From an optimization exercise on the open Yosys and OpenROAD flow, aimed at small area; shortcuts taken in it are not production practice. Only simulation tests tie the RTL to the original design; equivalence was not proved. Power figures rest on the tool's default switching activity, not on a simulated workload.

==> flow/design.v <==
module enduro_video(iRST_n,
                    iVGA_CLK,
                    show_cars,
                    car_user_x,
                    car2_x,
                    car2_y,
                    car3_x,
                    car3_y,
                    oBLANK_n,
                    oHS,
                    oVS,
                    b_data,
                    g_data,
                    r_data);
input iRST_n;
input iVGA_CLK;
input show_cars;
input [9:0] car_user_x;
input [9:0] car2_x;
input [9:0] car2_y;
input [9:0] car3_x;
input [9:0] car3_y;
output oBLANK_n;
output reg oHS;
output reg oVS;
output [7:0] b_data;
output [7:0] g_data;
output [7:0] r_data;
function [9:0] dec10(input [9:0] a, input bin);
  integer i;
  reg b;
  begin
    b = bin;
    for (i = 0; i < 10; i = i + 1) begin
      dec10[i] = a[i] ^ b;
      b = b & ~a[i];
    end
  end
endfunction
reg [9:0] XN;
reg [9:0] YN;
wire x_wrap = (~XN[0] & ~XN[1] & ~XN[2] & ~XN[3] & ~XN[4] & ~XN[8] & ~XN[9]);      
wire x_h0 = (~XN[0] & ~XN[1] & ~XN[2] & ~XN[3] & XN[4] & XN[5] & XN[6] & ~XN[7] & ~XN[9]);          
wire x_eol = (XN[0] & ~XN[1] & ~XN[2] & ~XN[3] & XN[4] & XN[5] & XN[6] & ~XN[7] & ~XN[9]);        
wire x_hs = (~XN[4] & ~XN[5] & ~XN[6]) | (XN[4] & XN[5] & XN[6]) | (XN[7]) | (XN[9]);          
wire x_blank = (~XN[8] & XN[9]) | (~XN[7] & XN[9]) | (~XN[5] & XN[7]) | (~XN[6] & XN[7]) | (~XN[1] & XN[7] & XN[8]) | (~XN[4] & XN[7] & XN[8]) | (~XN[0] & XN[7] & XN[8]) | (XN[7] & XN[8] & ~XN[9]) | (~XN[3] & XN[9]) | (~XN[2] & XN[9]) | (XN[0] & XN[1] & XN[2] & XN[3] & XN[4] & XN[5] & XN[6] & ~XN[7]);    
wire y_wrap = (~YN[2] & ~YN[3] & ~YN[9]);      
wire y_vs = (~YN[4]) | (YN[3]) | (YN[5]) | (YN[6]) | (YN[7]) | (YN[8]) | (YN[0] & ~YN[1]) | (YN[1] & YN[2]) | (~YN[0] & ~YN[2]);          
wire y_blank = (YN[8] & YN[9]) | (YN[7] & ~YN[8]) | (YN[6] & ~YN[8]) | (YN[5] & ~YN[8]);    
always @(posedge iVGA_CLK, negedge iRST_n)
  if (!iRST_n) begin
    XN <= ~10'd655;
    YN <= ~10'd491;
  end else begin
    XN <= dec10(XN, 1'b1) | {10{x_wrap}};
    YN <= dec10(YN, x_eol) | {10{x_eol & y_wrap}};
  end
always @(posedge iVGA_CLK, negedge iRST_n)
  if (!iRST_n) begin
    oHS <= 1'b0;
    oVS <= 1'b0;
  end else begin
    oHS <= x_h0 ? oHS : x_hs;
    oVS <= x_h0 ? oVS : y_vs;
  end
assign oBLANK_n = x_blank & y_blank;
reg [3:0] rmod;
reg band;
wire r9 = rmod[3] & rmod[0];
wire rclr = x_eol & (y_wrap | r9);
reg [3:0] rinc;
reg rc;
integer k;
always @(*) begin
  rc = x_eol;
  for (k = 0; k < 4; k = k + 1) begin
    rinc[k] = rmod[k] ^ rc;
    rc = rc & rmod[k];
  end
end
always @(posedge iVGA_CLK) begin
  rmod <= rinc & {4{~rclr}};
  band <= (band ^ (x_eol & r9)) & ~(x_eol & y_wrap);
end
wire [2:0] code;
enduro_color color (.XN(XN), .YN(YN[8:0]), .band(band), .show_cars(show_cars),
                    .car_user_x(car_user_x), .car2_x(car2_x), .car2_y(car2_y),
                    .car3_x(car3_x), .car3_y(car3_y), .code(code));
reg [2:0] c;
always @(posedge iVGA_CLK)
  c <= code;
wire r_hi = c[2];
wire r_lo = c[2] | (c[0] & ~c[1]);
wire g7 = c[1] & c[0];
wire g6 = c[1] | c[0];
wire g5 = c[1];
wire g4 = c[1] | (c[0] & ~c[2]);
wire g2 = c[0];
assign r_data = {r_hi, r_lo, r_hi, r_lo, r_hi, r_lo, r_hi, r_lo};
assign g_data = {g7, g6, g5, g4, g5, g2, g5, g6};
assign b_data = {g5, g4, g5, g4, g5, g4, g5, g4};
endmodule
module enduro_color(
    input [9:0] XN,
    input [8:0] YN,
    input band,
    input show_cars,
    input [9:0] car_user_x,
    input [9:0] car2_x,
    input [9:0] car2_y,
    input [9:0] car3_x,
    input [9:0] car3_y,
    output reg [2:0] code);
localparam BLK = 3'b000, GRY = 3'b001, BLU = 3'b010, CYN = 3'b011,
           RED = 3'b100, ORG = 3'b101, WHT = 3'b111;
function [10:0] add10(input [9:0] a, input [9:0] b);
  integer i;
  reg c;
  begin
    c = 1'b1;
    for (i = 0; i < 10; i = i + 1) begin
      add10[i] = ~(~a[i] ^ ~b[i] ^ c);
      c = (~a[i] & ~b[i]) | (c & (~a[i] ^ ~b[i]));
    end
    add10[10] = ~c;
  end
endfunction
wire t_grass = (~XN[4] & ~XN[9]) | (XN[3] & XN[7] & XN[8] & XN[9]) | (~XN[3] & XN[4] & XN[7] & XN[8]) | (~XN[6] & ~XN[9]) | (~XN[4] & XN[5] & XN[7] & XN[8]) | (~XN[5] & XN[6] & XN[7] & XN[8]);    
wire t_kerb = (~XN[3] & ~XN[4] & ~XN[5] & ~XN[6] & XN[7] & XN[8] & XN[9]) | (XN[3] & XN[4] & XN[5] & XN[6] & ~XN[9]);      
wire t_lane = (~XN[0] & ~XN[1] & ~XN[2] & ~XN[3] & ~XN[4] & XN[5] & ~XN[6] & ~XN[7] & XN[8]) | (XN[0] & ~XN[1] & ~XN[2] & ~XN[3] & ~XN[4] & XN[5] & XN[6] & ~XN[7] & ~XN[8]) | (~XN[0] & ~XN[1] & ~XN[2] & ~XN[3] & ~XN[4] & ~XN[5] & XN[6] & XN[7] & ~XN[8]);      
wire [2:0] track = t_grass ? CYN : t_kerb ? (band ? RED : WHT) : t_lane ? WHT : BLK;
function [1:0] sprite(input [4:0] dx, input [5:0] dy);
  reg rA, rB, rC, rD, rE, rG, rK, cA, cB, cC, cD, cE, cS;
  begin
    rA = (~dy[1] & ~dy[2] & ~dy[3] & ~dy[4] & ~dy[5]);    
    rB = (~dy[1] & ~dy[2] & dy[3] & ~dy[4]) | (dy[0] & dy[1] & dy[2] & ~dy[3] & ~dy[4]) | (~dy[0] & ~dy[2] & dy[3] & ~dy[4]);    
    rC = (dy[0] & dy[1] & ~dy[2] & dy[3] & dy[4]) | (~dy[1] & dy[2] & dy[3] & dy[4]);    
    rD = (dy[0] & dy[2] & dy[3] & ~dy[4]) | (dy[1] & dy[2] & dy[3] & ~dy[4]) | (~dy[3] & dy[4]);    
    rE = (dy[2] & dy[3] & ~dy[4]) | (~dy[3] & dy[4]) | (~dy[0] & ~dy[1] & ~dy[2] & dy[4]);    
    rG = (~dy[0] & ~dy[1] & dy[5]) | (dy[0] & dy[1] & ~dy[2] & ~dy[3] & ~dy[4] & ~dy[5]) | (~dy[1] & dy[2] & ~dy[3] & ~dy[4]) | (~dy[0] & dy[2] & ~dy[3] & ~dy[4]) | (dy[0] & dy[2] & dy[3] & dy[4]) | (dy[1] & dy[2] & dy[3] & dy[4]);    
    rK = (~dy[0] & ~dy[1] & ~dy[2] & ~dy[3] & ~dy[4] & ~dy[5]) | (dy[0] & dy[1] & dy[5]);    
    cA = (dx[0] & dx[1] & ~dx[2] & ~dx[3]) | (dx[1] & ~dx[2] & dx[4]) | (~dx[0] & ~dx[1] & dx[2] & ~dx[3] & ~dx[4]);    
    cB = (dx[0] & dx[2] & ~dx[4]) | (dx[1] & dx[2] & ~dx[4]) | (dx[3]) | (~dx[1] & ~dx[2] & dx[4]);    
    cC = (dx[1] & dx[2] & ~dx[4]) | (dx[3]) | (~dx[0] & ~dx[1] & ~dx[2] & dx[4]);    
    cD = (~dx[0] & dx[1] & ~dx[2] & ~dx[3] & ~dx[4]) | (~dx[0] & ~dx[1] & dx[2] & dx[4]);    
    cE = (dx[0] & dx[1] & ~dx[2] & ~dx[3]);    
    cS = (~dx[0] & ~dx[1] & ~dx[2] & ~dx[3] & ~dx[4]) | (dx[1] & dx[2] & dx[4]);    
    if ((rA & cA) | (rB & cB) | (rC & cC) | (rD & cD) | (rE & cE))
      sprite = 2'd1;           
    else if (cS & rG)
      sprite = 2'd2;           
    else if (cS & rK)
      sprite = 2'd3;           
    else
      sprite = 2'd0;           
  end
endfunction
wire [10:0] s1 = add10(XN, car_user_x);
wire [10:0] s2 = add10(XN, car2_x);
wire [10:0] s3 = add10(XN, car3_x);
wire [10:0] t2 = add10({1'b0, YN}, car2_y);
wire [10:0] t3 = add10({1'b0, YN}, car3_y);
wire inx1 = ~s1[10] & (&s1[9:5]) & (s1[4] | (s1[3] & (|s1[2:0])));
wire inx2 = ~s2[10] & (&s2[9:5]) & (s2[4] | (s2[3] & (|s2[2:0])));
wire inx3 = ~s3[10] & (&s3[9:5]) & (s3[4] | (s3[3] & (|s3[2:0])));
wire mx1 = (s1 == 11'd1024) | (s1[9:0] == 10'd1000);
wire mx2 = (s2 == 11'd1024) | (s2[9:0] == 10'd1000);
wire mx3 = (s3 == 11'd1024) | (s3[9:0] == 10'd1000);
wire iny2 = (t2[10:6] == 5'b00111) & (t2[5] | (&t2[4:2]));
wire iny3 = (t3[10:6] == 5'b00111) & (t3[5] | (&t3[4:2]));
wire my2 = t2 == 11'd503;
wire my3 = t3 == 11'd503;
wire iny1 = (~YN[6] & ~YN[7] & ~YN[8]) | (~YN[2] & ~YN[3] & ~YN[4] & ~YN[5] & ~YN[7] & ~YN[8]);
wire my1 = (YN[0] & YN[1] & ~YN[2] & YN[3] & YN[4] & ~YN[6] & ~YN[7] & ~YN[8]);
wire [5:0] dy1 = {(~YN[2] & ~YN[3] & ~YN[4] & YN[5]), (YN[2] & ~YN[4]) | (YN[3] & ~YN[4]) | (~YN[2] & ~YN[3] & YN[4]), (YN[2] & ~YN[3]) | (~YN[2] & YN[3]), (YN[2]), (~YN[1]), (~YN[0])};
wire hit1 = inx1 & iny1;
wire m1 = mx1 & my1;
wire hit2 = inx2 & iny2 & (car2_y != 10'd0);
wire m2 = mx2 & my2;
wire hit3 = inx3 & iny3;
wire m3 = mx3 & my3;
wire sel2 = ~hit1 & hit2;
wire sel3 = ~hit1 & ~hit2;
wire [4:0] dxs = ({5{hit1}} & ~s1[4:0]) | ({5{sel2}} & ~s2[4:0]) | ({5{sel3}} & ~s3[4:0]);
wire [5:0] dys = ({6{hit1}} & dy1) | ({6{sel2}} & ~t2[5:0]) | ({6{sel3}} & ~t3[5:0]);
wire [1:0] cls = sprite(dxs, dys);
wire [2:0] body = hit1 | m1 ? BLU : ORG;
wire [2:0] scl = (cls == 2'd1) ? WHT : (cls == 2'd2) ? GRY : (cls == 2'd3) ? BLK : body;
always @(*) begin
  if (!show_cars) code = track;
  else if (hit1) code = scl;
  else if (m1) code = BLU;
  else if (hit2 | (~m2 & hit3)) code = scl;
  else if (m2 | m3) code = ORG;
  else code = track;
end
endmodule
==> flow/flow/run.sh <==
#!/bin/bash
# Own layout flow: the standard flow (standard.sh) with two changes:
#  - synthesis maps the logic with the area-oriented ABC script flow/abc.script
#    (everything else in ORFS's synthesis, and the standard flow's wrapper around it, is unchanged,
#    so the registers keep the standard synthesis's names and cell types);
#  - the port buffers that global placement inserts are sky130_fd_sc_hd__buf_1.
# Each tool's output goes to a log file here; ORFS's own logs are under orfs/logs.
set -euo pipefail
W=$PWD
# ORFS's synth.tcl, with its abc call given our script
sed 's|^\( *\)log_cmd abc {\*}$abc_args|\1set abc_args [lreplace $abc_args 1 1 '"$W"'/flow/abc.script]\n\1log_cmd abc {*}$abc_args|' \
  "$FLOW_HOME/scripts/synth.tcl" > "$W/own_synth.tcl"
grep -q "flow/abc.script" "$W/own_synth.tcl"
sed "s|\$::env(SCRIPTS_DIR)/synth.tcl|$W/own_synth.tcl|" synth_recipe.tcl > own_synth_recipe.tcl
grep -q "own_synth.tcl" own_synth_recipe.tcl
sed "s|SYNTH_SCRIPT=[^ ]*|SYNTH_SCRIPT=$W/own_synth_recipe.tcl|" standard.sh > own_standard.sh
grep -q "own_synth_recipe.tcl" own_standard.sh
export BUFFER_PORTS_ARGS="-buffer_cell sky130_fd_sc_hd__buf_1"
bash own_standard.sh synth > synth.log 2>&1
bash own_standard.sh > layout.log 2>&1
==> flow/flow/abc.script <==
strash
&get -n
&fraig -x
&put
scorr
dc2
dretime
strash
&get -n
&dch -f
&nf
&put
==> flow/standard.sh <==
#!/bin/bash
# synth_recipe.tcl (not shown) runs the flow's synth.tcl, then flattens the netlist and writes it again
# the make line also repeats each setting of config.mk as NAME=value (left out here)
make -C /OpenROAD-flow-scripts/flow DESIGN_CONFIG=/design/flow/config.mk WORK_HOME=/design/flow/orfs CLKGATE_MAP_FILE= SYNTH_SCRIPT=/design/flow/synth_recipe.tcl "${@:-finish}"
==> flow/config.mk <==
export PLATFORM = sky130hd
export DESIGN_NAME = enduro_video
export DESIGN_NICKNAME = enduro_video
export VERILOG_FILES = /design/flow/design.v
export SDC_FILE = /design/flow/constraint.sdc
export NUM_CORES = 4
export LEC_CHECK = 0
export CAP_MARGIN = 20
export CORE_MARGIN = 2
export CORE_UTILIZATION = 40
export SLEW_MARGIN = 20
==> flow/constraint.sdc <==
create_clock -name core_clock -period 15.0 [get_ports {iVGA_CLK}]
set_input_delay 3.0000 -clock core_clock [delete_from_list [all_inputs] [get_ports {iVGA_CLK}]]
set_output_delay 3.0000 -clock core_clock [all_outputs]
set_load 0.01 [all_outputs]
==> summary.txt, run 1 <==
Power per Cell Area=48.1 mW/mm^2; RSZ-0062 raised after global routing=false; die height=about 100 um; crit-path max cell delay=0.70 ns; clock tree buffer depth=2; crit share post-route=between 60% and 70%; worst hold path type=register to register; met1 WL=~4 mm; most used cell along the critical path=fa_1; pin count of the biggest net entering global routing=23; area of the multi-input gates=~0.0027 sq mm; row count=35; slew margin rel.=48.1%; DR WL/cell=15.3 um; final routed DRC violation total=0; CP Data Required Time=around 15 ns; prevailing post-synth register cell=dfrtp_1; Pins Over Slew Limit=0; Setup TNS Final=0 ns; Sink Count=30; Die Area=just over 0.01 sq mm; Synth area leaders=fa_1 (23%), ha_1 (11%), dfrtp_1 (9.9%); fill count=just over 900; Synth Instances=between 400 and 500; number of cells after detailed placement=598; DIE WIDTH=slightly above 100 um; async set-or-reset flop fraction in the synthesized netlist=about three quarters; drt total wl=9.25 mm; Fin. Hold Viols=0; leakage=0.00165 uW; Buffers on Ports=79; Avg Vias per Cell=approximately 5.4; clk slew on worst S/H paths=around 0.07 ns; Max FO, Critical Path=12; antenna-violating nets left=0; Post-Layout Cell Count=606; clock latency (worst-skew pair)=roughly 0.29 ns; crit path max-delay cell type=a211oi_1; Post-Syn Nets=559; Tmin final=9.86 ns; via count=3282; Synth area leader=fa_1; drt first pass iters=5; Area Growth Syn to Fin=9.77%; detailed-routed wire length on met3=approximately 440 um; switching share of power=a little under a third; # nets final=approximately 620; Post-CTS Resized=0; sequential share of the synthesized area=roughly a fifth; postcts setup bufs=0; H-tree depth=2; register bit total from synthesis=30; synth warn=2; vias in the first global route=between 3k and 4k; post-DP HPWL=around 7.9 mm; Post-synth EDFFs=0; I/O Pins=80; share of post-route cells with drive strength above 1=roughly 3.6%; Max Clock Skew=between 0.005 and 0.006 ns; crit path cell chain=buf_1, ha_1, fa_1, fa_1, fa_1, fa_1, fa_1, fa_1, clkinv_1, fa_1, fa_1, fa_1, nor4_1, nand3_1, and3_1, a211oi_1, nand3_1, and4_1, nor4_1, o21ai_0, a31o_1; Internal=between 100 and 150 uW; TritonCTS clock tree=yes; Worst-Margin Slew=0.768 ns; status=no timing/DRC/antenna violations; Reg area=between 700 and 800 sq um; Diodes inserted=0; Unique masters post-synth=53; CP Class=primary input to register; sw power=about 62 uW; crit end category=register; post-synthesis cell area=around 0.0038 sq mm; endpoints failing setup=0; Seq pwr share=~40%; gpl congestion=roughly 0.9; Max Clk Rate=101 MHz; # hold bufs at CTS=0; initial antenna violation count=0; Comb power frac=between 20% and 30%; root cell of the clock tree=clkbuf_8; clock power share=34.9%; gr ovfl total=0; Yosys top cell area share=approximately 23%; Max Cap Viol=0; first-pass GRT wire length=15.1 mm; Tot GR Track Use=a little under a fifth; startpoint types=primary input; Num CTS Buffers=5; DR iter-0 viols=about 120; metal2 WL=4.51 mm; Avg Cell Area, Syn=around 9 sq um; effective utilization at floorplan=41.2%; core box area=slightly above 0.009 sq mm; peak supply drop=0.0000354 V; Top Layer Used=met4; Worst Path Arrival=roughly 10 ns
per-layer routing:
metal | up-vias | global-route usage [%]
met5 | - | 0
met4 | 0 | 5.51
met3 | 12 | 2.83
met2 | 87 | 31.6
met1 | 1569 | 24.8
li1 | 1614 | -
metrics by stage:
step	area, sq um	hold WS (ns)	utilization [%]	setup slack [ns]	power, uW
floorplan	3790	0.530	-	4.95	117
global placement	4060	0.537	44.2	4.89	131
detailed placement	4060	0.526	44.2	4.68	132
global route	4160	0.585	45.3	4.75	213
finish	4160	0.559	45.3	5.14	200
CTS	4160	0.561	45.2	4.98	203
power groups by stage:
stage,Clock (uW),Sequential [uW],Combinational [uW]
final,69.9,81.3,49.1
after global routing,75.9,81.4,56.0
after CTS,72.6,81.3,49.2
after detailed placement,0,82.9,48.9
after global placement,0,82.9,48.4
after floorplan,0,82.8,34.1
cell type report:
| cell class | count | share of cell area, % |
|---|---|---|
| clock buffers | 6 | 1.98 |
| clock inverters | 2 | 0.301 |
| inverters | 62 | 5.59 |
| multi-input cells | 314 | 64.0 |
| flip-flops and latches | 30 | 17.3 |
| well taps | 111 | 3.34 |
| repair buffers | 81 | 7.49 |
registers in the layout, indices dropped and copies added (netlist names):
register / count
XN: 10
YN: 10
band: 1
c: 3
oHS: 1
oVS: 1
rmod: 4
critical path, delay by kind of cell:
kind | cells | cell delay [ns]
and+or+nand+nor | 6 | 2.51
buffers and inverters | 2 | 0.14
adders and majority gates | 10 | 3.30
AOI/OAI and AO/OA | 3 | 1.08
cells in the final DEF, fill, tap and decap left out, types with 5 or more instances in the layout:
| cell type | count |
|---|---|
| clkinv_1 | 62 |
| dfxtp_1 | 8 |
| o21ai_0 | 11 |
| buf_1 | 79 |
| ha_1 | 33 |
| nor4_1 | 11 |
| nand3_1 | 18 |
| dfstp_2 | 7 |
| and3_1 | 10 |
| nor2_1 | 22 |
| fa_1 | 43 |
| a211oi_1 | 8 |
| a21oi_1 | 8 |
| nand2_1 | 47 |
| dfrtp_1 | 15 |
| clkbuf_8 | 6 |
| nor3_1 | 15 |
| and2_0 | 5 |
| nand4_1 | 8 |
logic make-up after synthesis:
logic type,count (synthesis),share of synthesized area [%]
xor+xnor,4,0.924
fa+ha+maj,76,33.6
simple gates,164,22.4
buf+inv,86,10.9
compound gates,70,13.2
flops,30,19.0
final timing paths:
path / start / end / slack [ns] / cells after the start
max: car_user_x[0] / c[1]$_DFF_P_ / 5.14 / 21
min: oHS$_DFFE_PN0N_ / oHS$_DFFE_PN0N_ / 0.56 / 2
max reg2reg: XN[0]$_DFF_PN0_ / c[1]$_DFF_P_ / 7.36 / 20
min reg2reg: oHS$_DFFE_PN0N_ / oHS$_DFFE_PN0N_ / 0.56 / 2
max in group asynchronous: iRST_n / YN[2]$_DFF_PN1_ / 12.03 / 2
min in group asynchronous: iRST_n / XN[7]$_DFF_PN0_ / 2.68 / 2
cell usage after synthesis, types with 9 or more instances:
library cell   n
fa_1          43
dfrtp_1       15
nor4_1        11
nand2_1       47
a211oi_1       9
nor2_1        22
ha_1          33
nor3_1        15
buf_4         24
o21ai_0       11
and3_1        10
clkinv_1      62
nand3_1       18
==> run 2: changes to the inputs <==
==> flow/flow/abc.script (replaced) <==
strash
&get -n
&fraig -x
&put
scorr
dc2
strash
&get -n
&dch -f
&nf -R 1000
&put
--- a/flow/config.mk
+++ b/flow/config.mk
@@ -8,4 +8,7 @@
 export CAP_MARGIN = 20
 export CORE_MARGIN = 2
-export CORE_UTILIZATION = 40
+export CORE_UTILIZATION = 60
+export CTS_BUF_LIST = sky130_fd_sc_hd__clkbuf_8
+export CTS_CLUSTER_DIAMETER = 200
+export CTS_CLUSTER_SIZE = 40
 export SLEW_MARGIN = 20
==> run 2 against run 1 <==
Against the previous run:
- routed wire length down 3.6%
- highest routed layer unchanged
- combinational power down 2%
- worst setup slack better by 0.19 ns
- sequential share of layout area up 0.72 points
==> summary.txt, run 2 <==
Setup TNS Final=0 ns (unchanged); pin count of the biggest net entering global routing=23 (unchanged); commonest non-fill, non-tap cell in the layout=buf_1; Comb power frac=24.0% (-0.5 points); first-pass GRT wire length=14.4 mm (-4.4%); most used cell along the critical path=fa_1; vias in the first global route=3264 (+1.9%); Post-synth EDFFs=0 (unchanged); status=no timing/DRC/antenna violations; gr ovfl total=0 (unchanged); biggest regs=XN (10), YN (10), rmod (4); cell with the most instances after synthesis=nand2_1; drt first pass iters=5 (unchanged); RSZ-0062 raised after global routing=false; Worst-Margin Slew=0.848 ns (+0.0798 ns); Area Growth Syn to Fin=8.49%; crit share post-route=64.5% (-1.3 points); initial antenna violation count=0 (unchanged); Unique masters post-synth=47 (-11%); # hold bufs at CTS=0 (unchanged); Max Clk Rate=103 MHz (+2.0%); # nets final=620 (-0.48%); clock power share=35.7% (+0.8 points); async set-or-reset flop fraction in the synthesized netlist=73.3% (unchanged); crit path max-delay cell type=nand4b_1; row count=28 (-20%); Power per Cell Area=50.5 mW/mm^2 (+4.8%); Min Hold Slack=0.545 ns (-0.0147 ns); core box area=0.00592 sq mm (-36%); DR iter-0 viols=183 (+48%); switching share of power=31.8% (+0.71 points); endpoints failing setup=0 (unchanged); root cell of the clock tree=clkbuf_8; Avg Cell Area, Syn=8.60 sq um (-2.4%); worst hold path type=register to register; Worst Path Buf+Inv=3 (+1); antenna-violating nets left=0 (unchanged); Max FO, Critical Path=17 (+5); Post-Syn Nets=557 (-0.36%); Synth Instances=428 (-0.47%); startpoint types=primary input; synth warn=2 (unchanged); clock latency (worst-skew pair)=0.29 ns (about the same); effective utilization at floorplan=62.2% (+21 points); Avg Vias per Cell=5.82 (+7.5%); via count=3301 (+0.58%); I/O Pins=80 (unchanged); CP Class=primary input to register; Max Clock Skew=0.00985 ns (+0.00480 ns); prevailing post-synth register cell=dfrtp_1; Synth area leaders=fa_1 (23%), ha_1 (11%), dfrtp_1 (10%); Tot GR Track Use=28.4% (+9.8 points); TritonCTS clock tree=yes; die height=82.3 um (-19%); Num CTS Buffers=5 (unchanged); register bit total from synthesis=30 (unchanged); post-DP HPWL=7.46 mm (-6.2%); clock tree buffer depth=2 (unchanged); post-synthesis cell area=0.00368 sq mm (-2.9%); leakage=0.00160 uW (-3.1%); final routed DRC violation total=0 (unchanged); postcts setup bufs=0 (unchanged); crit-path max cell delay=0.54 ns (-0.16 ns); Worst Path Arrival=9.82 ns (-0.23 ns); Pins Over Slew Limit=0 (unchanged); most frequent cells in the layout=buf_1 (79), nand2_1 (57), clkinv_1 (55); Max Cap Viol=0 (unchanged); Fin. Hold Viols=0 (unchanged); DR WL/cell=15.7 um (+3.0%); overall power=202 uW (+0.65%); Post-CTS Resized=0 (unchanged); Buffers on Ports=79 (unchanged); slew margin rel.=42.7% (-5.4 points); Yosys top cell area share=23.4% (+0.67 points); sw power=64.2 uW (+2.9%); crit end category=register; Tmin final=9.67 ns (-0.192 ns); gpl congestion=0.942 (+7.7%); Seq pwr share=40.3% (-0.3 points); CP Data Required Time=15.15 ns (-0.04 ns); top post-synthesis cells by count=nand2_1 (57), clkinv_1 (55), fa_1 (43); peak supply drop=0.0000533 V (+51%); Synth area leader=fa_1; Die Area=0.00678 sq mm (-34%); Sink Count=30 (unchanged); DIE WIDTH=82.3 um (-19%); drt total wl=8.92 mm (-3.6%); clk slew on worst S/H paths=0.08 ns (about the same); Diodes inserted=0 (unchanged); Internal=137 uW (-0.38%); sequential share of the synthesized area=19.5% (+0.56 points); Worst path top cell family by delay=adder cells; share of post-route cells with drive strength above 1=3.25% (-0.38 points); H-tree depth=2 (unchanged)
==> run 2: cell type report <==
cell class | instances | area [sq um]
clock buffers | 6 | 82.6
multi-input cells | 319 | 2580
clock inverters | 2 | 12.5
flip-flops and latches | 30 | 719
fillers | 541 | 1930
repair buffers | 80 | 304
well taps | 75 | 93.8
inverters | 55 | 206
==> run 2: path summary, 6_finish.rpt <==
path	slack (ns)	endpoint	from	cells past startpoint
setup / recovery	5.33	c[0]$_DFF_P_	car_user_x[0]	30
hold / removal	0.54	oHS$_DFFE_PN0N_	oHS$_DFFE_PN0N_	2
setup reg to reg	7.58	c[0]$_DFF_P_	XN[0]$_DFF_PN0_	29
hold reg to reg	0.54	oHS$_DFFE_PN0N_	oHS$_DFFE_PN0N_	2
max in group asynchronous	12.04	YN[2]$_DFF_PN1_	iRST_n	2
min in group asynchronous	2.67	XN[7]$_DFF_PN0_	iRST_n	2
==> run 2: cell families (layout without fill, tap and decap cells) <==
kind of cell    Yosys count  in the layout  synth area share (%)
simple gates            165            165                  21.7
buf+inv                  79            143                  10.5
compound gates           74             74                  12.7
xor+xnor                  4              4                 0.952
flops                    30             30                  19.5
fa+ha+maj                76             76                  34.6
==> run 2: power groups by stage <==
| stage | clock network, uW | logic (uW) | registers [uW] |
|---|---|---|---|
| 2_1_floorplan | 0 | 33.0 | 82.8 |
| 3_3_place_gp | 0 | 46.9 | 82.9 |
| 3_5_place_dp | 0 | 47.7 | 82.9 |
| 4_1_cts | 73.7 | 47.9 | 81.3 |
| 5_1_grt | 76.2 | 54.7 | 81.4 |
| 6_report | 72.0 | 48.3 | 81.3 |
==> run 2: routing by layer <==
metal  GRT usage, %  wire length [um]  share of wire (%)  up-vias
met5              0                 0                  0        -
met4           9.00               148                1.7        0
met3           3.80               479                5.4       16
met2           50.2              4520                 51      102
met1           36.2              3770                 42     1601
li1               -                 -                  -     1582
==> run 2: metrics by stage <==
step	instances	instance area, sq um	utilization [%]	worst slack [ns]
6_report	567	4000	67.5	5.33
5_1_grt	567	4000	67.5	4.83
4_1_cts	567	4000	67.5	5.47
3_5_place_dp	559	3900	65.9	5.18
3_3_place_gp	559	3900	65.9	5.35
2_1_floorplan	428	3680	-	5.95
==> run 2: worst min-delay path: cells and delay by family (launching register included) <==
family,cells,cell delay [ns]
flops,1,0.35
compound gates,1,0.11
simple gates,1,0.05
==> run 3: changes to the inputs <==
--- a/flow/config.mk
+++ b/flow/config.mk
@@ -9,5 +9,5 @@
 export CORE_MARGIN = 2
 export CORE_UTILIZATION = 60
-export CTS_BUF_LIST = sky130_fd_sc_hd__clkbuf_8
+export CTS_BUF_LIST = sky130_fd_sc_hd__clkbuf_4
 export CTS_CLUSTER_DIAMETER = 200
 export CTS_CLUSTER_SIZE = 40
==> run 3 against run 2 <==
Against the previous run:
- synthesized cell count is the same
- clock skew grew 0.0010 ns
- sequential cell count is the same
- register-to-register slack lost 0.02 ns
- power shrank 11%
- routed wire length grew 0.25%
- count of clock-buffer cells in the layout shrank 1
- sequential share of layout area grew 0.19 points
==> summary.txt, run 3 <==
drt total wl=8.94 mm (+0.25%); number of cells after detailed placement=559 (unchanged); row count=28 (unchanged); core box area=0.00592 sq mm (unchanged); Worst-Margin Slew=0.848 ns (-0.0000950 ns); Max Cap Viol=0 (unchanged); peak supply drop=0.0000415 V (-22%); worst hold path type=register to register; synth warn=2 (unchanged); DR iter-0 viols=178 (-2.7%); leakage=0.00158 uW (-1.2%); Synth area leaders=fa_1 (23%), ha_1 (11%), dfrtp_1 (10%); gpl congestion=0.942 (unchanged); die height=82.3 um (unchanged); Fin. Hold Viols=0 (unchanged); via count=3280 (-0.64%); fill count=545 (+0.74%); initial antenna violation count=0 (unchanged); Post-synth EDFFs=0 (unchanged); clk slew on worst S/H paths=0.12 ns (+0.04 ns); Post-Layout Cell Count=567 (unchanged); CP Class=primary input to register; Power per Cell Area=45.6 mW/mm^2 (-9.6%); status=no timing/DRC/antenna violations; sequential share of the synthesized area=19.5% (unchanged); antenna-violating nets left=0 (unchanged); Die Area=0.00678 sq mm (unchanged); Max FO, Critical Path=17 (unchanged); drt first pass iters=5 (unchanged); first-pass GRT wire length=14.4 mm (about the same); # hold bufs at CTS=0 (unchanged); share of post-route cells with drive strength above 1=3.05% (-0.20 points); Pins Over Slew Limit=0 (unchanged); vias in the first global route=3265 (+0.031%); most frequent cells in the layout=buf_1 (79), nand2_1 (57), clkinv_1 (56); area of the multi-input gates=0.00258 sq mm (unchanged); I/O Pins=80 (unchanged); crit share post-route=64.2% (-0.25 points); postcts setup bufs=0 (unchanged); startpoint types=primary input; Sink Count=30 (unchanged); effective utilization at floorplan=62.2% (unchanged); root cell of the clock tree=clkbuf_4; Post-CTS Resized=0 (unchanged); slew margin rel.=42.7% (about the same); Area Growth Syn to Fin=7.37%; TritonCTS clock tree=yes; clock tree buffer depth=2 (unchanged); Reg area=719 sq um (unchanged); register bit total from synthesis=30 (unchanged); H-tree depth=2 (unchanged); fin util=66.8% (-0.70 points); commonest non-fill, non-tap cell in the layout=buf_1; pin count of the biggest net entering global routing=23 (unchanged); DR WL/cell=15.8 um (+0.25%); endpoints failing setup=0 (unchanged); Synth area leader=fa_1; top post-synthesis cells by count=nand2_1 (57), clkinv_1 (55), fa_1 (43); post-synthesis cell area=0.00368 sq mm (unchanged); Post-Syn Nets=557 (unchanged); # nets final=620 (unchanged); Max Clk Rate=104 MHz (+0.39%); gr ovfl total=0 (unchanged); post-DP HPWL=7.46 mm (unchanged); Unique masters post-synth=47 (unchanged); crit end category=register; overall power=180 uW (-11%); Worst Path Arrival=9.84 ns (+0.02 ns); most used cell along the critical path=fa_1; CP Data Required Time=15.21 ns (+0.06 ns); Tot GR Track Use=28.4% (unchanged); Diodes inserted=0 (unchanged); Setup TNS Final=0 ns (unchanged); DIE WIDTH=82.3 um (unchanged); Num CTS Buffers=5 (unchanged); Min Hold Slack=0.556 ns (+0.0108 ns); crit-path max cell delay=0.56 ns (+0.02 ns); Tmin final=9.63 ns (-0.0378 ns); clock latency (worst-skew pair)=0.34 ns (+0.05 ns); RSZ-0062 raised after global routing=false; Buffers on Ports=79 (unchanged); final routed DRC violation total=0 (unchanged); Max Clock Skew=0.0109 ns (+0.00102 ns); Avg Vias per Cell=5.78 (-0.64%); async set-or-reset flop fraction in the synthesized netlist=73.3% (unchanged); Avg Cell Area, Syn=8.60 sq um (unchanged); crit path max-delay cell type=nand4b_1; prevailing post-synth register cell=dfrtp_1; biggest regs=XN (10), YN (10), rmod (4); Yosys top cell area share=23.4% (unchanged); cell with the most instances after synthesis=nand2_1; Synth Instances=428 (unchanged)
-- run 3: changes by cell type in the layout (fill, tap and decap cells not counted), sizes merged --
cell    previous run  this run
clkinv            56        57
clkbuf             6         5
-- run 3: critical path: cells and delay by family --
| kind | cells | cell delay (ns) |
|---|---|---|
| AOI/OAI and AO/OA | 7 | 1.14 |
| adders and majority gates | 10 | 3.27 |
| buffers and inverters | 3 | 0.33 |
| and+or+nand+nor | 10 | 2.07 |
-- run 3: stage by stage --
stage	worst slack, ns	instance area [sq um]
after floorplan	5.95	3680
after CTS	5.53	3950
after global placement	5.35	3900
after global routing	4.90	3950
after detailed placement	5.18	3900
final	5.37	3950
-- run 3: worst paths after layout --
kind / from / endpoint / slack (ns) / depth (start not counted)
worst max-delay path: car_user_x[0] / c[0]$_DFF_P_ / 5.37 / 30
min in group asynchronous: iRST_n / XN[7]$_DFF_PN0_ / 2.61 / 2
worst min register to register: oHS$_DFFE_PN0N_ / oHS$_DFFE_PN0N_ / 0.56 / 2
max in group asynchronous: iRST_n / YN[2]$_DFF_PN1_ / 12.10 / 2
worst min-delay path: oHS$_DFFE_PN0N_ / oHS$_DFFE_PN0N_ / 0.56 / 2
worst max register to register: XN[0]$_DFF_PN0_ / c[0]$_DFF_P_ / 7.56 / 29
-- run 3: logic make-up (layout without fill, tap and decap cells) --
logic type | after synthesis | in the layout | synth area share (%)
flip-flops | 30 | 30 | 19.5
AO/OA/AOI/OAI | 74 | 74 | 12.7
XOR/XNOR | 4 | 4 | 0.952
buffers and inverters | 79 | 143 | 10.5
adder cells (fa/ha/maj) | 76 | 76 | 34.6
AND/OR/NAND/NOR | 165 | 165 | 21.7
-- run 3: metal layers --
layer	wire length (um)	share of wire, %	vias up	global-route usage [%]
li1	-	-	1579	-
met2	4510	50	115	50.2
met1	3800	42	1572	36.2
met3	488	5.5	14	3.80
met4	140	1.6	0	9.00
met5	0	0	-	0
-- run 3: layout make-up --
type                       instances  share of cell area (%)
tap                               75                    2.37
sequential                        30                    18.2
clock buffer                       5                   0.949
multi-input combinational        319                    65.2
inverter                          55                    5.22
timing repair buffer              80                    7.69
clock inverter                     3                   0.411
-- run 3: power by group --
| group | internal [uW] | total [uW] | switching (uW) |
|---|---|---|---|
| Clock | 17.4 | 50.6 | 33.1 |
| Combinational | 19.7 | 48.4 | 28.8 |
| Sequential | 80.9 | 81.3 | 0.396 |
| Total | 118 | 180 | 62.3 |
==> run 4: changes to the inputs <==
--- a/flow/flow/run.sh
+++ b/flow/flow/run.sh
@@ -4,5 +4,7 @@
 #    (everything else in ORFS's synthesis, and the standard flow's wrapper around it, is unchanged,
 #    so the registers keep the standard synthesis's names and cell types);
-#  - the port buffers that global placement inserts are sky130_fd_sc_hd__buf_1.
+#  - the port buffers that global placement inserts are sky130_fd_sc_hd__buf_1;
+#  - clock tree synthesis builds its tree from sky130_fd_sc_hd__clkbuf_8 and adds
+#    no dummy loads.
 # Each tool's output goes to a log file here; ORFS's own logs are under orfs/logs.
 set -euo pipefail
@@ -17,4 +19,5 @@
 grep -q "own_synth_recipe.tcl" own_standard.sh
 export BUFFER_PORTS_ARGS="-buffer_cell sky130_fd_sc_hd__buf_1"
+export CTS_ARGS="-sink_clustering_enable -repair_clock_nets -buf_list sky130_fd_sc_hd__clkbuf_8 -dont_use_dummy_load"
 bash own_standard.sh synth > synth.log 2>&1
 bash own_standard.sh > layout.log 2>&1
--- a/flow/config.mk
+++ b/flow/config.mk
@@ -9,6 +9,3 @@
 export CORE_MARGIN = 2
 export CORE_UTILIZATION = 60
-export CTS_BUF_LIST = sky130_fd_sc_hd__clkbuf_4
-export CTS_CLUSTER_DIAMETER = 200
-export CTS_CLUSTER_SIZE = 40
 export SLEW_MARGIN = 20
==> run 4 against run 3 <==
Against the previous run:
- still clean on timing, DRC and antenna
- non-clock buffer count unchanged
- register-to-register slack hardly changed
- first-iteration DRC count up 22%
- fmax shrank 0.63%
- clock skew fell by 0.0030 ns
- die area stayed put
- sequential share of layout area fell by 0.069 points
- cell area increased by 0.38%
- critical path type unchanged
==> summary.txt, run 4 <==
CP Data Required Time=15.13 ns (-0.08 ns); Sink Count=30 (unchanged); antenna-violating nets left=0 (unchanged); DR iter-0 viols=218 (+22%); gr ovfl total=0 (unchanged); RSZ-0062 raised after global routing=false; DIE WIDTH=82.3 um (unchanged); most frequent cells in the layout=buf_1 (79), nand2_1 (57), clkinv_1 (55); # nets final=620 (unchanged); Post-Synth XOR/XNOR Area=0.951% (unchanged); worst hold path type=register to register; core box area=0.00592 sq mm (unchanged); root cell of the clock tree=clkbuf_8; effective utilization at floorplan=62.2% (unchanged); sequential share of the synthesized area=19.5% (unchanged); CP Class=primary input to register; Tot GR Track Use=28.4% (-0.093 points); Post-Syn Nets=557 (unchanged); Post-CTS Resized=0 (unchanged); Area Growth Syn to Fin=7.78%; initial antenna violation count=0 (unchanged); prevailing post-synth register cell=dfrtp_1; Max Clock Skew=0.00784 ns (-0.00303 ns); startpoint types=primary input; Yosys top cell area share=23.4% (unchanged); via count=3279 (-0.030%); Worst-Margin Slew=0.841 ns (-0.00654 ns); mux share of post-synthesis cell area=0% (unchanged); slew margin rel.=43.1% (+0.44 points); H-tree depth=2 (unchanged); endpoints failing setup=0 (unchanged); postcts setup bufs=0 (unchanged); post-DP HPWL=7.46 mm (unchanged); crit end category=register; Synth Instances=428 (unchanged); Simple-Gate Fraction of Synth Area=21.7% (unchanged); async set-or-reset flop fraction in the synthesized netlist=73.3% (unchanged); Num CTS Buffers=5 (unchanged); TritonCTS clock tree=yes; overall power=189 uW (+4.8%); Max Clk Rate=103 MHz (-0.63%); status=no timing/DRC/antenna violations; largest family of logic cells by synthesized area=adder cells; Synth area leaders=fa_1 (23%), ha_1 (11%), dfrtp_1 (10%); Synth area leader=fa_1; synth warn=2 (unchanged); Avg Cell Area, Syn=8.60 sq um (unchanged); clk slew on worst S/H paths=0.07 ns (-0.05 ns); Compound-Gate Fraction of Synth Area=12.7% (unchanged); top post-synthesis cells by count=nand2_1 (57), clkinv_1 (55), fa_1 (43); DR WL/cell=15.7 um (-0.67%); final routed DRC violation total=0 (unchanged); clock tree buffer depth=2 (unchanged); Max FO, Critical Path=17 (unchanged); drt first pass iters=5 (unchanged); drt total wl=8.83 mm (-1.2%); Worst Path Arrival=9.82 ns (-0.02 ns); most used cell along the critical path=fa_1; leakage=0.00159 uW (+0.46%); # hold bufs at CTS=0 (unchanged); Reg area=719 sq um (unchanged); Unique masters post-synth=47 (unchanged); peak supply drop=0.0000501 V (+21%); Post-Layout Cell Count=564 (-0.53%); Post-DP Area=0.00390 sq mm (unchanged); I/O Pins=80 (unchanged); commonest non-fill, non-tap cell in the layout=buf_1; Avg Vias per Cell=5.81 (+0.50%); area of the multi-input gates=0.00258 sq mm (unchanged); Setup TNS Final=0 ns (unchanged); register bit total from synthesis=30 (unchanged); clock latency (worst-skew pair)=0.28 ns (-0.06 ns); number of cells after detailed placement=559 (unchanged); fill count=542 (-0.55%); Buffers on Ports=79 (unchanged); first-pass GRT wire length=14.4 mm (-0.24%); cell with the most instances after synthesis=nand2_1; gpl congestion=0.942 (unchanged); crit share post-route=64.6% (+0.41 points); pin count of the biggest net entering global routing=23 (unchanged); Tmin final=9.69 ns (+0.0612 ns); die height=82.3 um (unchanged); fin util=67.0% (+0.25 points); Power per Cell Area=47.6 mW/mm^2 (+4.4%); Diodes inserted=0 (unchanged); fin area=0.00397 sq mm (+0.38%); post-synthesis cell area=0.00368 sq mm (unchanged); Die Area=0.00678 sq mm (unchanged); crit path max-delay cell type=nand4b_1; crit-path max cell delay=0.54 ns (-0.02 ns); biggest regs=XN (10), YN (10), rmod (4); share of post-route cells with drive strength above 1=2.66% (-0.39 points); Adder-Cell Fraction of Synth Area=34.6% (unchanged); Fin. Hold Viols=0 (unchanged); Max Cap Viol=0 (unchanged); row count=28 (unchanged); Post-synth EDFFs=0 (unchanged); Pins Over Slew Limit=0 (unchanged); vias in the first global route=3253 (-0.37%)
run 4: cell counts after synthesis:
Identical to the previous run, type by type.
run 4: per-layer routing:
metal  up-vias  track usage, %  routed length, um  part of all wire, %
met3        16            3.80                513                  5.8
met4         0            9.00                144                  1.6
met1      1562            36.0               3700                   42
met5         -               0                  0                    0
li1       1577               -                  -                    -
met2       124            50.0               4480                   51
run 4: metrics by stage:
| stage | setup slack, ns | hold WS [ns] |
|---|---|---|
| 2_1_floorplan | 5.95 | 0.530 |
| 3_3_place_gp | 5.35 | 0.534 |
| 3_5_place_dp | 5.18 | 0.531 |
| 4_1_cts | 5.45 | 0.564 |
| 5_1_grt | 4.81 | 0.616 |
| 6_report | 5.31 | 0.546 |
run 4: final cells by class:
type | count | share of cell area, %
multi-input combinational | 319 | 64.9
sequential | 30 | 18.1
timing repair buffer | 80 | 7.66
inverter | 55 | 5.20
tap | 75 | 2.36
clock buffer | 5 | 1.73
run 4: power by group:
| group | total [uW] | switching, uW | internal, uW |
|---|---|---|---|
| registers | 81.4 | 0.396 | 81.0 |
| logic | 48.4 | 28.7 | 19.7 |
| clock network | 59.2 | 29.3 | 29.9 |
| total | 189 | 58.4 | 131 |
run 4: path summary, 6_finish.rpt:
check	startpoint	end	slack (ns)	cells past startpoint
min in group asynchronous	iRST_n	oHS$_DFFE_PN0N_	2.68	2
worst max-delay path	car_user_x[0]	c[0]$_DFF_P_	5.31	30
worst min register to register	oHS$_DFFE_PN0N_	oHS$_DFFE_PN0N_	0.55	2
max in group asynchronous	iRST_n	XN[6]$_DFF_PN1_	12.03	2
worst min-delay path	oHS$_DFFE_PN0N_	oHS$_DFFE_PN0N_	0.55	2
worst max register to register	XN[0]$_DFF_PN0_	c[0]$_DFF_P_	7.56	29
run 4: kinds of logic after synthesis:
logic type      count (synthesis)
simple gates                  165
buf+inv                        79
fa+ha+maj                      76
compound gates                 74
flops                          30
xor+xnor                        4
run 4: critical path, delay by kind of cell:
kind | cells | cell delay [ns]
AOI/OAI and AO/OA | 7 | 1.13
adders and majority gates | 10 | 3.28
buffers and inverters | 3 | 0.34
and+or+nand+nor | 10 | 2.05
==> run 5: changes to the inputs <==
--- a/flow/design.v
+++ b/flow/design.v
@@ -65,21 +65,22 @@
   end
 assign oBLANK_n = x_blank & y_blank;
-reg [3:0] rmod;
+reg [2:0] r5;
 reg band;
-wire r9 = rmod[3] & rmod[0];
-wire rclr = x_eol & (y_wrap | r9);
-reg [3:0] rinc;
+wire r_step = x_eol & ~YN[0];           
+wire r_wrap = r_step & r5[2];           
+wire r_clr = r_wrap | (x_eol & y_wrap);
+reg [2:0] rinc;
 reg rc;
 integer k;
 always @(*) begin
-  rc = x_eol;
-  for (k = 0; k < 4; k = k + 1) begin
-    rinc[k] = rmod[k] ^ rc;
-    rc = rc & rmod[k];
+  rc = r_step;
+  for (k = 0; k < 3; k = k + 1) begin
+    rinc[k] = r5[k] ^ rc;
+    rc = rc & r5[k];
   end
 end
 always @(posedge iVGA_CLK) begin
-  rmod <= rinc & {4{~rclr}};
-  band <= (band ^ (x_eol & r9)) & ~(x_eol & y_wrap);
+  r5 <= rinc & {3{~r_clr}};
+  band <= (band ^ r_wrap) & ~(x_eol & y_wrap);
 end
 wire [2:0] code;
==> run 5 against run 4 <==
Against the previous run:
- synthesized cell count shrank 4.7%
- clock power is essentially flat
- sequential share of layout area shrank 0.17 points
- hold slack is essentially flat
- power shrank 1.8%
- count of clock-buffer cells in the layout is the same
- area after synthesis shrank 2.0%
- sequential cell count shrank 1
- routed wire length grew 0.48%
- combinational power shrank 1%
- largest cell class unchanged
- largest power group unchanged
==> summary.txt, run 5 <==
number of cells after detailed placement=539 (-3.6%); Worst-Margin Slew=0.858 ns (+0.0173 ns); startpoint types=primary input; commonest non-fill, non-tap cell in the layout=buf_1; DR iter-0 viols=226 (+3.7%); sequential share of the synthesized area=19.4% (-0.16 points); cell with the most instances after synthesis=clkinv_1; Crit Reg-Reg Endpoint=c[0]$_DFF_P_; Hold Crit Depth=2 (unchanged); Internal=127 uW (-2.4%); Max FO, Critical Path=9 (-8); CP Data Required Time=15.17 ns (+0.04 ns); worst hold start=oHS$_DFFE_PN0N_; effective utilization at floorplan=61.7% (-0.52 points); clk slew on worst S/H paths=0.06 ns (about the same); WHS Endpoint=oHS$_DFFE_PN0N_; # hold bufs at CTS=0 (unchanged); most used cell along the critical path=fa_1; row count=28 (unchanged); Fin. Hold Viols=0 (unchanged); Area Growth Syn to Fin=7.94%; sw power=58.1 uW (-0.49%); top post-synthesis cells by count=clkinv_1 (51), nand2_1 (44), fa_1 (43); pin count of the biggest net entering global routing=23 (unchanged); Worst Path Buf+Inv=3 (unchanged); Buffers on Ports=79 (unchanged); Max Cap Viol=0 (unchanged); Synth area leaders=fa_1 (24%), ha_1 (11%), dfrtp_1 (10%); drt total wl=8.88 mm (+0.48%); post-DP HPWL=7.32 mm (-1.8%); Post-synth EDFFs=0 (unchanged); DR WL/cell=16.3 um (+4.2%); first-pass GRT wire length=13.7 mm (-4.4%); core box area=0.00585 sq mm (-1.2%); DIE WIDTH=81.6 um (-0.96%); initial antenna violation count=0 (unchanged); Setup TNS Final=0 ns (unchanged); Power per Cell Area=47.6 mW/mm^2 (about the same); die height=81.6 um (-0.96%); status=no timing/DRC/antenna violations; switching share of power=31.3% (+0.41 points); crit-path max cell delay=0.75 ns (+0.21 ns); peak supply drop=0.0000462 V (-7.8%); I/O Pins=80 (unchanged); Max Clk Rate=101 MHz (-2.0%); Comb power frac=25.7% (about the same); via count=3162 (-3.6%); final routed DRC violation total=0 (unchanged); crit path max-delay cell type=o21ai_0; gr ovfl total=0 (unchanged); Avg Vias per Cell=5.81 (about the same); Reg-to-Reg Start=XN[0]$_DFF_PN0_; endpoints failing setup=0 (unchanged); leakage=0.00156 uW (-1.9%); Post-CTS Resized=0 (unchanged); Tmin final=9.89 ns (+0.193 ns); CP Class=primary input to register; share of post-route cells with drive strength above 1=2.77% (+0.11 points); register bit total from synthesis=29 (-3.3%); gpl congestion=0.943 (+0.11%); clock power share=31.9% (+0.6 points); TritonCTS clock tree=yes; biggest regs=XN (10), YN (10); post-synthesis cell area=0.00361 sq mm (-2.0%); worst hold path type=register to register; Synth area leader=fa_1; Worst Path Arrival=10.06 ns (+0.24 ns); async set-or-reset flop fraction in the synthesized netlist=75.9% (+2.5 points); Tot GR Track Use=27.7% (-0.63 points); slew margin rel.=42.2% (-0.97 points); reg2reg setup slack=7.39 ns (-0.17 ns); crit path cell chain=buf_1, ha_1, fa_1, fa_1, fa_1, fa_1, fa_1, fa_1, clkinv_1, fa_1, fa_1, clkinv_1, fa_1, nor4b_1, nor4b_1, nand3b_1, nand2b_1, o21ai_0, nor3_1, a221oi_1, o22ai_1, a211oi_1, o2111ai_1, a31o_1; crit share post-route=65.9% (+1.3 points); crit end category=register; Sink Count=29 (-3.3%); RSZ-0062 raised after global routing=false; R2R depth=23 (-21%); most frequent cells in the layout=buf_1 (79), clkinv_1 (51), nand2_1 (44); Pins Over Slew Limit=0 (unchanged); overall power=186 uW (-1.8%); drt first pass iters=5 (unchanged); Die Area=0.00665 sq mm (-1.9%); H-tree depth=2 (unchanged); Avg Cell Area, Syn=8.84 sq um (+2.8%); antenna-violating nets left=0 (unchanged); Num CTS Buffers=5 (unchanged); clock tree buffer depth=2 (unchanged); prevailing post-synth register cell=dfrtp_1; Seq pwr share=42.4% (-0.7 points); root cell of the clock tree=clkbuf_8; Diodes inserted=0 (unchanged); Min Hold Slack=0.546 ns (-0.0000410 ns); Unique masters post-synth=52 (+11%); synth warn=2 (unchanged); # nets final=599 (-3.4%); vias in the first global route=2872 (-12%); Yosys top cell area share=23.9% (+0.48 points); postcts setup bufs=0 (unchanged); Synth Instances=408 (-4.7%); Max Clock Skew=0.0116 ns (+0.00376 ns); clock latency (worst-skew pair)=0.29 ns (about the same); Worst path top cell family by delay=adder cells; Post-Syn Nets=536 (-3.8%); Post-Layout Cell Count=544 (-3.5%)
## run 5: final cells by class
class                           count  area (sq um)
Clock buffer                        5          68.8
Fill cell                         515          1960
Inverter                           51           191
Multi-Input combinational cell    304          2540
Sequential cell                    29           699
Tap cell                           75          93.8
Timing Repair Buffer               80           304
## run 5: through the flow
step,worst slack [ns],cell area [sq um],utilization [%]
after floorplan,5.86,3610,-
after global placement,5.15,3830,65.4
after detailed placement,4.97,3830,65.4
after CTS,5.25,3890,66.6
after global routing,4.67,3890,66.6
final,5.11,3890,66.6
## run 5: power by group through the flow
stage	Combinational [uW]	Clock, uW	Sequential, uW
floorplan	32.0	0	80.1
global placement	46.0	0	80.1
detailed placement	46.9	0	80.2
CTS	47.2	60.0	78.7
global route	53.1	63.2	78.8
finish	47.7	59.2	78.7
## run 5: worst reg2reg max path: cells and delay by family, from the launching register on
kind / cells / cell delay [ns]
DFF: 1 / 0.47
AOI/OAI and AO/OA: 6 / 2.05
and+or+nand+nor: 5 / 1.42
adders and majority gates: 10 / 3.41
buffers and inverters: 2 / 0.14
## run 5: worst max path at each step
stage               startpoint            to  slack (ns)  depth (start not counted)
global placement     car2_x[0]  c[0]$_DFF_P_        5.15                         24
CTS                  car2_x[0]  c[0]$_DFF_P_        5.25                         24
global route         car2_x[0]  c[0]$_DFF_P_        4.67                         24
floorplan            car2_x[0]  c[0]$_DFF_P_        5.86                         23
finish               car2_x[0]  c[0]$_DFF_P_        5.11                         24
detailed placement   car2_x[0]  c[0]$_DFF_P_        4.97                         24
## run 5: cells by family (layout without fill, tap and decap cells)
group	Yosys count	in the layout	share of synthesized area (%)
xor+xnor	4	4	0.971
compound gates	73	73	13.6
fa+ha+maj	75	75	35.0
simple gates	152	152	20.8
buf+inv	75	136	10.3
flops	29	29	19.4
## run 5: metal layers
layer,share of wire (%),up-vias,global-route usage (%)
li1,-,1528,-
met1,46,1507,39.7
met2,47,116,43.6
met3,5.6,11,4.73
met4,1.4,0,7.80
met5,0,-,0
==> run 6: changes to the inputs <==
--- a/flow/flow/run.sh
+++ b/flow/flow/run.sh
@@ -2,4 +2,5 @@
 # Own layout flow: the standard flow (standard.sh) with two changes:
 #  - synthesis maps the logic with the area-oriented ABC script flow/abc.script
+#    (which restructures the logic with &deepsyn for two minutes before mapping)
 #    (everything else in ORFS's synthesis, and the standard flow's wrapper around it, is unchanged,
 #    so the registers keep the standard synthesis's names and cell types);
==> flow/flow/abc.script (replaced) <==
strash
&get -n
&fraig -x
&put
scorr
dc2
strash
&get -n
&deepsyn -T 120
&dch -f
&nf -R 1000
&put
==> run 6 against run 5 <==
Against the previous run:
- sequential power is 0.8% lower
- sequential share of layout area is 0.67 points higher
- highest routed layer unchanged
- still clean
- largest cell class unchanged
- combinational power is 13% lower
- critical endpoint unchanged
==> summary.txt, run 6 <==
status=no timing/DRC/antenna violations; Reg-to-Reg Start=XN[0]$_DFF_PN0_; largest family of logic cells by synthesized area=adder cells; Post-DP Area=0.00369 sq mm (-3.7%); Synth area leaders=fa_1 (25%), ha_1 (12%), dfrtp_1 (11%); gpl congestion=0.916 (-2.9%); via count=2994 (-5.3%); Tot GR Track Use=27.3% (-0.43 points); share of post-route cells with drive strength above 1=2.88% (+0.11 points); # nets final=581 (-3.0%); prevailing post-synth register cell=dfrtp_1; Die Area=0.00641 sq mm (-3.6%); I/O Pins=80 (unchanged); sequential share of the synthesized area=20.1% (+0.76 points); core box area=0.00554 sq mm (-5.3%); clock latency (worst-skew pair)=0.28 ns (about the same); cell with the most instances after synthesis=clkinv_1; overall power=177 uW (-4.6%); post-synthesis cell area=0.00347 sq mm (-3.8%); Synth Instances=390 (-4.4%); drt total wl=8.17 mm (-8.0%); Area Growth Syn to Fin=8.14%; crit share post-route=64.3% (-1.6 points); register bit total from synthesis=29 (unchanged); synth warn=2 (unchanged); biggest regs=XN (10), YN (10); Compound-Gate Fraction of Synth Area=12.0% (-1.6 points); Seq pwr share=44.1% (+1.7 points); row count=27 (-3.6%); drt first pass iters=5 (unchanged); Avg Vias per Cell=5.72 (-1.5%); initial antenna violation count=0 (unchanged); CP Class=primary input to register; # hold bufs at CTS=0 (unchanged); Post-Synth XOR/XNOR Area=1.26% (+0.29 points); Internal=125 uW (-1.8%); Fin. Hold Viols=0 (unchanged); Setup TNS Final=0 ns (unchanged); Post-CTS Resized=0 (unchanged); Yosys top cell area share=24.8% (+0.94 points); Worst-Margin Slew=0.742 ns (-0.116 ns); Avg Cell Area, Syn=8.90 sq um (+0.66%); Adder-Cell Fraction of Synth Area=36.3% (+1.4 points); final routed DRC violation total=0 (unchanged); Num CTS Buffers=5 (unchanged); pre-CTS worst setup slack=5.19 ns (+0.219 ns); die height=80.1 um (-1.8%); Buffers on Ports=79 (unchanged); fin util=67.8% (+1.2 points); Max Clock Skew=0.0128 ns (+0.00116 ns); Unique masters post-synth=41 (-21%); mux share of post-synthesis cell area=0% (unchanged); clock tree buffer depth=2 (unchanged); most frequent cells in the layout=buf_1 (79), clkinv_1 (57), fa_1 (43); Crit. Startpoint=car_user_x[0]; antenna-violating nets left=0 (unchanged); TritonCTS clock tree=yes; effective utilization at floorplan=62.7% (+0.99 points); Max Cap Viol=0 (unchanged); Sink Count=29 (unchanged); Worst Path Arrival=9.85 ns (-0.21 ns); Pins Over Slew Limit=0 (unchanged); gr ovfl total=0 (unchanged); slew margin rel.=50.5% (+8.4 points); post-DP HPWL=7.00 mm (-4.4%); Synth area leader=fa_1; Max FO, Critical Path=13 (+4); clock power share=32.5% (+0.6 points); top post-synthesis cells by count=clkinv_1 (57), fa_1 (43), nor2_1 (36); sw power=51.8 uW (-11%); peak supply drop=0.0000525 V (+14%); crit end category=register; worst setup slack after layout=5.36 ns (+0.245 ns); Post-synth EDFFs=0 (unchanged); startpoint types=primary input; commonest non-fill, non-tap cell in the layout=buf_1; Post-Syn Nets=518 (-3.4%); fin area=0.00375 sq mm (-3.6%); H-tree depth=2 (unchanged); first-pass GRT wire length=13.3 mm (-2.9%); RSZ-0062 raised after global routing=false; endpoints failing setup=0 (unchanged); Diodes inserted=0 (unchanged); worst hold path type=register to register; leakage=0.00148 uW (-5.1%); async set-or-reset flop fraction in the synthesized netlist=75.9% (unchanged); pin count of the biggest net entering global routing=23 (unchanged); clk slew on worst S/H paths=0.06 ns (about the same); Tmin final=9.64 ns (-0.245 ns); Simple-Gate Fraction of Synth Area=19.0% (-1.9 points); DIE WIDTH=80.1 um (-1.8%); DR WL/cell=15.6 um (-4.3%); worst hold start=oVS$_DFFE_PN0N_; CP Data Required Time=15.21 ns (+0.04 ns); Comb power frac=23.4% (-2.3 points); Max Clk Rate=104 MHz (+2.5%); postcts setup bufs=0 (unchanged); Power per Cell Area=47.1 mW/mm^2 (-1.1%); vias in the first global route=2870 (-0.070%); switching share of power=29.3% (-2.1 points); root cell of the clock tree=clkbuf_8; DR iter-0 viols=293 (+30%)
[run 6: cell types whose count changed in the layout (fill, tap and decap cells not counted), sizes merged, moves of 3 or more]
cell | previous run | this run
o22ai | 3 | 7
nand2 | 44 | 35
a21oi | 14 | 17
clkinv | 51 | 57
nor3 | 16 | 10
[run 6: logic make-up (layout without fill, tap and decap cells)]
family,after synthesis,count (layout)
flip-flops,29,29
buffers and inverters,81,142
XOR/XNOR,5,5
AO/OA/AOI/OAI,67,67
AND/OR/NAND/NOR,133,133
adder cells (fa/ha/maj),75,75
[run 6: metrics by stage]
stage	std cells	hold slack (ns)
after floorplan	390	0.539
after detailed placement	518	0.553
after CTS	523	0.566
after global placement	518	0.534
after global routing	523	0.600
final	523	0.565
[run 6: worst max-delay path, stage by stage]
cell,delay (ns)
buf_1,0.07
ha_1,0.20
fa_1,0.38
fa_1,0.39
fa_1,0.41
fa_1,0.39
fa_1,0.39
fa_1,0.37
clkinv_1,0.06
fa_1,0.17
fa_1,0.21
fa_1,0.45
nor4_1,0.36
o2111ai_1,0.17
or2_0,0.48
nand2b_1,0.44
o22ai_1,0.15
nor2_1,0.29
nor4_1,0.16
nor3_1,0.15
a21oi_1,0.08
o21a_1,0.21
nor3_1,0.22
o21ai_0,0.15
a311oi_1,0.31
o31a_1,0.17
[run 6: layer usage]
layer / global-route usage [%] / part of all wire, % / wire (um) / vias to the layer above
li1: - / - / - / 1438
met1: 36.3 / 42 / 3470 / 1388
met2: 45.0 / 47 / 3880 / 153
met3: 7.08 / 8.6 / 703 / 15
met4: 6.27 / 1.5 / 121 / 0
met5: 0 / 0 / 0 / -
[run 6: layout make-up]
cell class	count	area, sq um
well taps	72	90.1
flip-flops and latches	29	699
multi-input cells	280	2380
inverters	57	214
clock buffers	5	68.8
fillers	483	1790
repair buffers	80	304
[run 6: power groups by stage]
| stage | Combinational (uW) | Sequential [uW] | Clock [uW] |
|---|---|---|---|
| after floorplan | 25.0 | 79.5 | 0 |
| after global placement | 40.0 | 79.5 | 0 |
| after detailed placement | 41.0 | 79.5 | 0 |
| after CTS | 41.3 | 78.1 | 58.5 |
| after global routing | 46.9 | 78.0 | 61.3 |
| final | 41.4 | 78.1 | 57.5 |
[run 6: final timing paths]
kind                       depth (start not counted)  slack, ns              end
hold / removal                                     2       0.57  oVS$_DFFE_PN0N_
setup / recovery                                  26       5.36     c[0]$_DFF_P_
setup reg to reg                                  25       7.63     c[0]$_DFF_P_
max in group asynchronous                          2      12.03  YN[4]$_DFF_PN1_
hold reg to reg                                    2       0.57  oVS$_DFFE_PN0N_
min in group asynchronous                          2       2.68  YN[1]$_DFF_PN0_

## re-timing with driven ports
No port has a modelled driver above. Below, the same layouts with a new extraction and two added sets of constraints. Step 1, drivers: a clkbuf_16 drives iVGA_CLK and a buf_2 each remaining input, both assumed. Step 2, shift: input delay + t, output delay - t, t = (earliest + latest rising clock arrival at the registers) / 2. This alone moves slack from input paths to output paths. Slacks: ideal / step 1 / step 2; pairs: ideal / step 1.
run	t (ns)	slack for setup (ns)	worst data-port slew with drivers (ns)
run 1	0.316	5.138 / 5.146 / 4.830	0.03
run 2	0.315	5.330 / 5.336 / 5.021	0.04
run 3	0.358	5.368 / 5.369 / 5.011	0.04
run 4	0.305	5.306 / 5.310 / 5.005	0.04
run 5	0.314	5.113 / 5.122 / 4.809	0.04
run 6	0.302	5.358 / 5.363 / 5.061	0.04
After both steps every run listed still meets setup and hold. The setup slack of run 3, which loses most, moves by +0.001 ns with the drivers and by -0.357 ns with both steps.
